Background: an optimization exercise with open tools, aiming at small area, a short achievable clock period and few clock cycles. Do not read the settings as production practice. Where RTL was checked, it was by simulation tests only, not by an equivalence proof against the original. Power and IR drop assume default switching activity.

==> inputs of 12-25 <==
## cpu_core
module cpu_core(
    input           clk,
    input           rst_n,
    output [31:0]   imem_addr,
    input  [31:0]   imem_rdata,
    output [31:0]   dmem_addr,
    output          dmem_we,
    output [3:0]    dmem_wstrb,
    output [31:0]   dmem_wdata,
    input  [31:0]   dmem_rdata
);
export LEC_CHECK = 0
export CAP_MARGIN = 20
export CORE_MARGIN = 2
export CORE_UTILIZATION = 50
export PLACE_DENSITY = 0.65
export SETUP_SLACK_MARGIN = 5
export SLEW_MARGIN = 20
create_clock -name core_clock -period 13.0 [get_ports {clk}]
standard.sh (not shown) runs the stock make flow with config.mk's settings and CLKGATE_MAP_FILE= SYNTH_SCRIPT=/design/flow/synth_recipe.tcl, a recipe that flattens the netlist after the stock synthesis.
==> flow/flow/run.sh <==
#!/bin/bash
set -euo pipefail
bash standard.sh SETUP_SLACK_MARGIN=8 MATCH_CELL_FOOTPRINT=0 \
  "BUFFER_PORTS_ARGS=-buffer_cell sky130_fd_sc_hd__buf_4" finish > run_standard.log 2>&1
==> 11-10: changes against 12-25 <==
--- a/flow/design.v
+++ b/flow/design.v
@@ -1,26 +1,59 @@
 `timescale 1ns / 1ps
+module bkadd #(parameter N = 32) (
+    input  [N-1:0] a,
+    input  [N-1:0] b,
+    input          cin,
+    output [N-1:0] s
+);
+    localparam L = $clog2(N);
+    reg [N-1:0] G, P;
+    integer i, lv, st;
+    always @* begin
+        G = a & b;
+        P = a ^ b;
+        G[0] = G[0] | (P[0] & cin);
+        for (lv = 0; lv < L; lv = lv + 1) begin
+            st = 1 << lv;
+            for (i = 0; i < N; i = i + 1)
+                if ((i % (2*st)) == 2*st-1) begin
+                    G[i] = G[i] | (P[i] & G[i-st]);
+                    P[i] = P[i] & P[i-st];
+                end
+        end
+        for (lv = L-2; lv >= 0; lv = lv - 1) begin
+            st = 1 << lv;
+            for (i = 0; i < N; i = i + 1)
+                if (i >= 3*st-1 && (i % (2*st)) == st-1) begin
+                    G[i] = G[i] | (P[i] & G[i-st]);
+                    P[i] = P[i] & P[i-st];
+                end
+        end
+    end
+    assign s = (a ^ b) ^ {G[N-2:0], cin};
+endmodule
+`timescale 1ns / 1ps
 module md_unit(
     input             clk,
     input             rst_n,
     input             req,       
     input             is_mul,    
     input             uns,       
     input             hi,        
     input      [31:0] a,
     input      [31:0] b,
     input             hold,      
     output            done,
     output     [31:0] md_out
 );
     localparam IDLE = 2'd0, SETUP = 2'd1, ITER = 2'd2, DONE = 2'd3;
     reg [1:0]  phase;
     reg [63:0] P;        
-    reg [31:0] X;        
+    reg [32:0] X;        
     reg [4:0]  cnt;
     reg        swp;      
     wire fast = (phase == IDLE) && !hold && (is_mul ? mzero : bz);
     assign done = (phase == DONE) || fast;
     wire [32:0] ax = {~uns & a[31], a};
     wire [32:0] bx = {~uns & b[31], b};
     wire        bz = (b == 32'b0);
     function [4:0] top_pair;    
@@ -38,17 +71,17 @@
                 end
             top_pair = {nz, idx};
         end
     endfunction
     wire [4:0] ta = top_pair(ax);
     wire [4:0] tb = top_pair(bx);
     wire       mzero = (a == 32'b0) | bz;       
     wire       swap  = ta[3:0] < tb[3:0];      
-    wire [32:0] x  = swp ? bx : ax;
+    wire [32:0] x  = X;
     wire        first = (phase == IDLE);
     wire [32:0] yn = (first ? swap : swp) ? ax : bx;
     wire [3:0]  in = first ? (swap ? ta[3:0] : tb[3:0]) : (cnt[3:0] - 4'd1);
     wire [36:0] yw = {yn[32], yn[32], yn[32], yn, 1'b0};
     wire [4:0]  dwn = yw[{in, 2'b00} +: 5];
     reg  [4:0]  dw;
     function [34:0] brow;
         input [2:0]  t;
@@ -72,78 +105,83 @@
                       + {{5{r_hi[34]}}, r_hi, 2'b00};
     wire [23:0] p_up  = P[59:36];
     wire [23:0] p_inc = p_up + 24'd1;
     wire [23:0] p_dec = p_up - 24'd1;
     wire [23:0] pnup  = plow[41] ? p_dec : (plow[40] ? p_inc : p_up);
     wire [63:0] pnext = {pnup, plow[39:0]};
     wire        a_neg = ~uns & a[31];
     wire        b_neg = ~uns & b[31];
-    wire [31:0] a_abs = a_neg ? -a : a;
-    wire [31:0] b_abs = b_neg ? -b : b;
+    wire [31:0] a_abs, b_abs;
+    bkadd #(32) abs_a(.a(a ^ {32{a_neg}}), .b(32'b0), .cin(a_neg), .s(a_abs));
+    bkadd #(32) abs_b(.a(b ^ {32{b_neg}}), .b(32'b0), .cin(b_neg), .s(b_abs));
     function [5:0] clz32;
         input [31:0] v;
         integer k;
         reg found;
         begin
             clz32 = 6'd32; found = 1'b0;
             for (k = 31; k >= 0; k = k - 1)
                 if (!found && v[k]) begin
                     clz32 = 31 - k; found = 1'b1;
                 end
         end
     endfunction
     wire [5:0]  zr = clz32(P[63:32]);
-    wire [5:0]  zd = clz32(X);
+    wire [5:0]  zd = clz32(X[31:0]);
     wire [5:0]  kd = zd - zr;                  
     wire        dsmall = zd < zr;              
-    wire [31:0] d_al = X << kd[4:0];
-    wire [32:0] diff = {1'b0, P[63:32]} - {1'b0, X};
+    wire [31:0] d_al = X[31:0] << kd[4:0];
+    wire [32:0] diff;                
+    bkadd #(33) sub_d(.a({1'b0, P[63:32]}), .b({1'b1, ~X[31:0]}), .cin(1'b1), .s(diff));
     always @(posedge clk) begin
         if (!rst_n) begin
             phase <= IDLE;
         end else begin
             case (phase)
                 IDLE: if (req && !fast) begin
                     if (is_mul) begin
                         P   <= 64'b0;
                         swp <= swap;
+                        X   <= swap ? bx : ax;
                         cnt <= {1'b0, swap ? ta[3:0] : tb[3:0]};
                         dw  <= dwn;
                         phase <= mzero ? DONE : ITER;
                     end else begin
                         P   <= {a_abs, bz ? 32'hFFFFFFFF : 32'b0};
-                        X   <= b_abs;
+                        X   <= {1'b0, b_abs};
                         phase <= bz ? DONE : SETUP;
                     end
                 end
                 SETUP: begin
-                    X   <= d_al;
+                    X   <= {1'b0, d_al};
                     cnt <= kd[4:0];
                     phase <= dsmall ? DONE : ITER;
                 end
                 ITER: begin
                     if (is_mul) begin
                         P  <= pnext;
                         dw <= dwn;
                     end else begin
                         P[31:0] <= {P[30:0], ~diff[32]};
                         if (!diff[32]) P[63:32] <= diff[31:0];
-                        X <= {1'b0, X[31:1]};
+                        X <= {2'b0, X[31:1]};
                     end
                     cnt <= cnt - 5'd1;
                     if (cnt == 5'd0) phase <= DONE;
                 end
                 default: phase <= IDLE;
             endcase
         end
     end
     wire neg = ~is_mul & (hi ? a_neg : ((a_neg ^ b_neg) & ~bz));
     wire [31:0] v = hi ? P[63:32] : P[31:0];
-    assign md_out = fast ? (is_mul ? 32'b0 : (hi ? a : 32'hFFFFFFFF)) : (neg ? -v : v);
+    wire [31:0] vn;
+    bkadd #(32) neg_v(.a(v ^ {32{neg}}), .b(32'b0), .cin(neg), .s(vn));
+    assign md_out = fast ? (is_mul ? 32'b0 : (hi ? a : 32'hFFFFFFFF)) : vn;
 endmodule
 `timescale 1ns / 1ps
 module alu(
     input      [31:0] a,         
     input      [31:0] b,         
     input      [4:0]  sa,        
     input      [4:0]  rdf,       
     input             sub,       
@@ -352,18 +390,19 @@
                         (op[5:2] == 4'b0011) ? zext : sext;
     wire d_beq  = (op == 6'b000100);
     wire d_bne  = (op == 6'b000101);
     wire d_blez = (op == 6'b000110);
     wire d_bgtz = (op == 6'b000111);
     wire d_bgez = REGIMM && (rt == 5'b00001);
     wire d_jr   = R && (fn[5:1] == 5'b00100);
     wire d_jmp  = J || (REGIMM && rt == 5'b10001);    
-    wire [31:0] d_target = J ? {pc4[31:28], ins[25:0], 2'b00}
-                             : pc4 + {sext[29:0], 2'b00};
+    wire [31:0] br_target;
+    bkadd #(32) tgt(.a(pc4), .b({sext[29:0], 2'b00}), .cin(1'b0), .s(br_target));
+    wire [31:0] d_target = J ? {pc4[31:28], ins[25:0], 2'b00} : br_target;
     reg         m_rw;
     reg  [4:0]  m_dst;
     wire [31:0] m_wd;                 
     wire [31:0] rf1, rf2;
     regfile rf(
         .clk(clk), .rst_n(rst_n),
         .we(m_rw), .wa(m_dst), .wd(m_wd),
         .ra1(rs), .ra2(rt), .rd1(rf1), .rd2(rf2)
==> 10-17: changes against 12-25 <==
--- a/flow/design.v
+++ b/flow/design.v
@@ -1,26 +1,59 @@
 `timescale 1ns / 1ps
+module bkadd #(parameter N = 32) (
+    input  [N-1:0] a,
+    input  [N-1:0] b,
+    input          cin,
+    output [N-1:0] s
+);
+    localparam L = $clog2(N);
+    reg [N-1:0] G, P;
+    integer i, lv, st;
+    always @* begin
+        G = a & b;
+        P = a ^ b;
+        G[0] = G[0] | (P[0] & cin);
+        for (lv = 0; lv < L; lv = lv + 1) begin
+            st = 1 << lv;
+            for (i = 0; i < N; i = i + 1)
+                if ((i % (2*st)) == 2*st-1) begin
+                    G[i] = G[i] | (P[i] & G[i-st]);
+                    P[i] = P[i] & P[i-st];
+                end
+        end
+        for (lv = L-2; lv >= 0; lv = lv - 1) begin
+            st = 1 << lv;
+            for (i = 0; i < N; i = i + 1)
+                if (i >= 3*st-1 && (i % (2*st)) == st-1) begin
+                    G[i] = G[i] | (P[i] & G[i-st]);
+                    P[i] = P[i] & P[i-st];
+                end
+        end
+    end
+    assign s = (a ^ b) ^ {G[N-2:0], cin};
+endmodule
+`timescale 1ns / 1ps
 module md_unit(
     input             clk,
     input             rst_n,
     input             req,       
     input             is_mul,    
     input             uns,       
     input             hi,        
     input      [31:0] a,
     input      [31:0] b,
     input             hold,      
     output            done,
     output     [31:0] md_out
 );
     localparam IDLE = 2'd0, SETUP = 2'd1, ITER = 2'd2, DONE = 2'd3;
     reg [1:0]  phase;
     reg [63:0] P;        
-    reg [31:0] X;        
+    reg [32:0] X;        
     reg [4:0]  cnt;
     reg        swp;      
     wire fast = (phase == IDLE) && !hold && (is_mul ? mzero : bz);
     assign done = (phase == DONE) || fast;
     wire [32:0] ax = {~uns & a[31], a};
     wire [32:0] bx = {~uns & b[31], b};
     wire        bz = (b == 32'b0);
     function [4:0] top_pair;    
@@ -38,17 +71,17 @@
                 end
             top_pair = {nz, idx};
         end
     endfunction
     wire [4:0] ta = top_pair(ax);
     wire [4:0] tb = top_pair(bx);
     wire       mzero = (a == 32'b0) | bz;       
     wire       swap  = ta[3:0] < tb[3:0];      
-    wire [32:0] x  = swp ? bx : ax;
+    wire [32:0] x  = X;
     wire        first = (phase == IDLE);
     wire [32:0] yn = (first ? swap : swp) ? ax : bx;
     wire [3:0]  in = first ? (swap ? ta[3:0] : tb[3:0]) : (cnt[3:0] - 4'd1);
     wire [36:0] yw = {yn[32], yn[32], yn[32], yn, 1'b0};
     wire [4:0]  dwn = yw[{in, 2'b00} +: 5];
     reg  [4:0]  dw;
     function [34:0] brow;
         input [2:0]  t;
@@ -72,78 +105,83 @@
                       + {{5{r_hi[34]}}, r_hi, 2'b00};
     wire [23:0] p_up  = P[59:36];
     wire [23:0] p_inc = p_up + 24'd1;
     wire [23:0] p_dec = p_up - 24'd1;
     wire [23:0] pnup  = plow[41] ? p_dec : (plow[40] ? p_inc : p_up);
     wire [63:0] pnext = {pnup, plow[39:0]};
     wire        a_neg = ~uns & a[31];
     wire        b_neg = ~uns & b[31];
-    wire [31:0] a_abs = a_neg ? -a : a;
-    wire [31:0] b_abs = b_neg ? -b : b;
+    wire [31:0] a_abs, b_abs;
+    bkadd #(32) abs_a(.a(a ^ {32{a_neg}}), .b(32'b0), .cin(a_neg), .s(a_abs));
+    bkadd #(32) abs_b(.a(b ^ {32{b_neg}}), .b(32'b0), .cin(b_neg), .s(b_abs));
     function [5:0] clz32;
         input [31:0] v;
         integer k;
         reg found;
         begin
             clz32 = 6'd32; found = 1'b0;
             for (k = 31; k >= 0; k = k - 1)
                 if (!found && v[k]) begin
                     clz32 = 31 - k; found = 1'b1;
                 end
         end
     endfunction
     wire [5:0]  zr = clz32(P[63:32]);
-    wire [5:0]  zd = clz32(X);
+    wire [5:0]  zd = clz32(X[31:0]);
     wire [5:0]  kd = zd - zr;                  
     wire        dsmall = zd < zr;              
-    wire [31:0] d_al = X << kd[4:0];
-    wire [32:0] diff = {1'b0, P[63:32]} - {1'b0, X};
+    wire [31:0] d_al = X[31:0] << kd[4:0];
+    wire [32:0] diff;                
+    bkadd #(33) sub_d(.a({1'b0, P[63:32]}), .b({1'b1, ~X[31:0]}), .cin(1'b1), .s(diff));
     always @(posedge clk) begin
         if (!rst_n) begin
             phase <= IDLE;
         end else begin
             case (phase)
                 IDLE: if (req && !fast) begin
                     if (is_mul) begin
                         P   <= 64'b0;
                         swp <= swap;
+                        X   <= swap ? bx : ax;
                         cnt <= {1'b0, swap ? ta[3:0] : tb[3:0]};
                         dw  <= dwn;
                         phase <= mzero ? DONE : ITER;
                     end else begin
                         P   <= {a_abs, bz ? 32'hFFFFFFFF : 32'b0};
-                        X   <= b_abs;
+                        X   <= {1'b0, b_abs};
                         phase <= bz ? DONE : SETUP;
                     end
                 end
                 SETUP: begin
-                    X   <= d_al;
+                    X   <= {1'b0, d_al};
                     cnt <= kd[4:0];
                     phase <= dsmall ? DONE : ITER;
                 end
                 ITER: begin
                     if (is_mul) begin
                         P  <= pnext;
                         dw <= dwn;
                     end else begin
                         P[31:0] <= {P[30:0], ~diff[32]};
                         if (!diff[32]) P[63:32] <= diff[31:0];
-                        X <= {1'b0, X[31:1]};
+                        X <= {2'b0, X[31:1]};
                     end
                     cnt <= cnt - 5'd1;
                     if (cnt == 5'd0) phase <= DONE;
                 end
                 default: phase <= IDLE;
             endcase
         end
     end
     wire neg = ~is_mul & (hi ? a_neg : ((a_neg ^ b_neg) & ~bz));
     wire [31:0] v = hi ? P[63:32] : P[31:0];
-    assign md_out = fast ? (is_mul ? 32'b0 : (hi ? a : 32'hFFFFFFFF)) : (neg ? -v : v);
+    wire [31:0] vn;
+    bkadd #(32) neg_v(.a(v ^ {32{neg}}), .b(32'b0), .cin(neg), .s(vn));
+    assign md_out = fast ? (is_mul ? 32'b0 : (hi ? a : 32'hFFFFFFFF)) : vn;
 endmodule
 `timescale 1ns / 1ps
 module alu(
     input      [31:0] a,         
     input      [31:0] b,         
     input      [4:0]  sa,        
     input      [4:0]  rdf,       
     input             sub,       
@@ -352,18 +390,19 @@
                         (op[5:2] == 4'b0011) ? zext : sext;
     wire d_beq  = (op == 6'b000100);
     wire d_bne  = (op == 6'b000101);
     wire d_blez = (op == 6'b000110);
     wire d_bgtz = (op == 6'b000111);
     wire d_bgez = REGIMM && (rt == 5'b00001);
     wire d_jr   = R && (fn[5:1] == 5'b00100);
     wire d_jmp  = J || (REGIMM && rt == 5'b10001);    
-    wire [31:0] d_target = J ? {pc4[31:28], ins[25:0], 2'b00}
-                             : pc4 + {sext[29:0], 2'b00};
+    wire [31:0] br_target;
+    bkadd #(32) tgt(.a(pc4), .b({sext[29:0], 2'b00}), .cin(1'b0), .s(br_target));
+    wire [31:0] d_target = J ? {pc4[31:28], ins[25:0], 2'b00} : br_target;
     reg         m_rw;
     reg  [4:0]  m_dst;
     wire [31:0] m_wd;                 
     wire [31:0] rf1, rf2;
     regfile rf(
         .clk(clk), .rst_n(rst_n),
         .we(m_rw), .wa(m_dst), .wd(m_wd),
         .ra1(rs), .ra2(rt), .rd1(rf1), .rd2(rf2)
==> flow/flow/run.sh (replaced) <==
#!/bin/bash
set -euo pipefail
bash standard.sh SETUP_SLACK_MARGIN=7.3 MATCH_CELL_FOOTPRINT=0 \
  "BUFFER_PORTS_ARGS=-buffer_cell sky130_fd_sc_hd__buf_2" finish > run_standard.log 2>&1
Settings changed: CAP_MARGIN 20 to 5, CTS_BUF_LIST set to sky130_fd_sc_hd__clkbuf_4 sky130_fd_sc_hd__clkbuf_8, SLEW_MARGIN 20 to 5.
==> notes <==
- 11-10 finished clean. 12-25 ran to the end with no violations. 10-17 reached the layout checks and failed them: max-capacitance violations, max-slew violations.
- In 10-17 the hold slack is better than in 12-25, by 3.7 ps.
- Against 12-25, the synthesized cell count of 10-17 is higher by 0.62%.
- First-iteration DRC count: 10-17 < 12-25 < 11-10.
- Fmax: 12-25 < 10-17 < 11-10.
- In sequential power, 10-17 and 11-10 hardly differ.
==> figures <==
| metric | 11-10 | 10-17 | 12-25 |
|---|---|---|---|
| Run status | no timing/DRC/antenna violations | finished with violations | no timing/DRC/antenna violations |
| Layout check failures | - | max-capacitance violations, max-slew violations | - |
| Maximum number of pins on one net before global-route repair | 117 | 84 | 77 |
| Number of antenna violations at the first check in global routing | 28 | 39 | 31 |
| Final clock skew | 65.9 ps | 72.5 ps | 51.8 ps |
| Data arrival at the endpoint of the critical path | 6090 ps | 6690 ps | 6640 ps |
| Total setup buffers inserted after CTS | 190 | 58 | 186 |
| Clock Sink Count | 1359 | 1359 | 1358 |
| CTS resizes | 526 | 104 | 503 |
| Fmax | 180 MHz | 166 MHz | 165 MHz |
| Startpoint type of the worst setup path | register | primary input | register |
| Parity-gate share of the synthesized area counting xor and xnor cells | 4.22% | 4.22% | 4.14% |
| Layout fillers | 14100 | 14900 | 14000 |
Testbench counts of 12-25, summed over its fixed seeds: cycles 83,165.
For 11-10 and 10-17, only the layout was checked, not whether the RTL still works.

-- what the ideal ports hide --
The flow's constraints put no driver on any port. The routed layouts listed below were extracted and timed again, unchanged, in two steps.
Step 1, drivers: a clkbuf_16 drives clk and a buf_2 each remaining input, both assumed.
Step 2 times the ports against the registers' clock, not the clock port: input delays grow and output delays shrink by t, the midpoint of the rising clock arrivals with the driver on.
Slacks: no drivers / after step 1 / after step 2; pairs: no drivers / after step 1.
run	shift t [ns]	setup slack, ns	worst setup path after step 2	latest minus earliest clock arrival (ns)	slew at the worst register clock pin (ns)
12-25	0.942	6.946 / 6.946 / 6.561	input to register	0.052 / 0.052	0.07 / 0.07
11-10	0.915	7.459 / 7.459 / 6.711	input to register	0.067 / 0.067	0.08 / 0.08
10-17	1.081	6.982 / 7.052 / 5.971	input to register	0.075 / 0.075	0.09 / 0.09
For 10-17, which loses most, drivers alone change the setup slack by +0.070 ns; drivers and shift together by -1.011 ns.
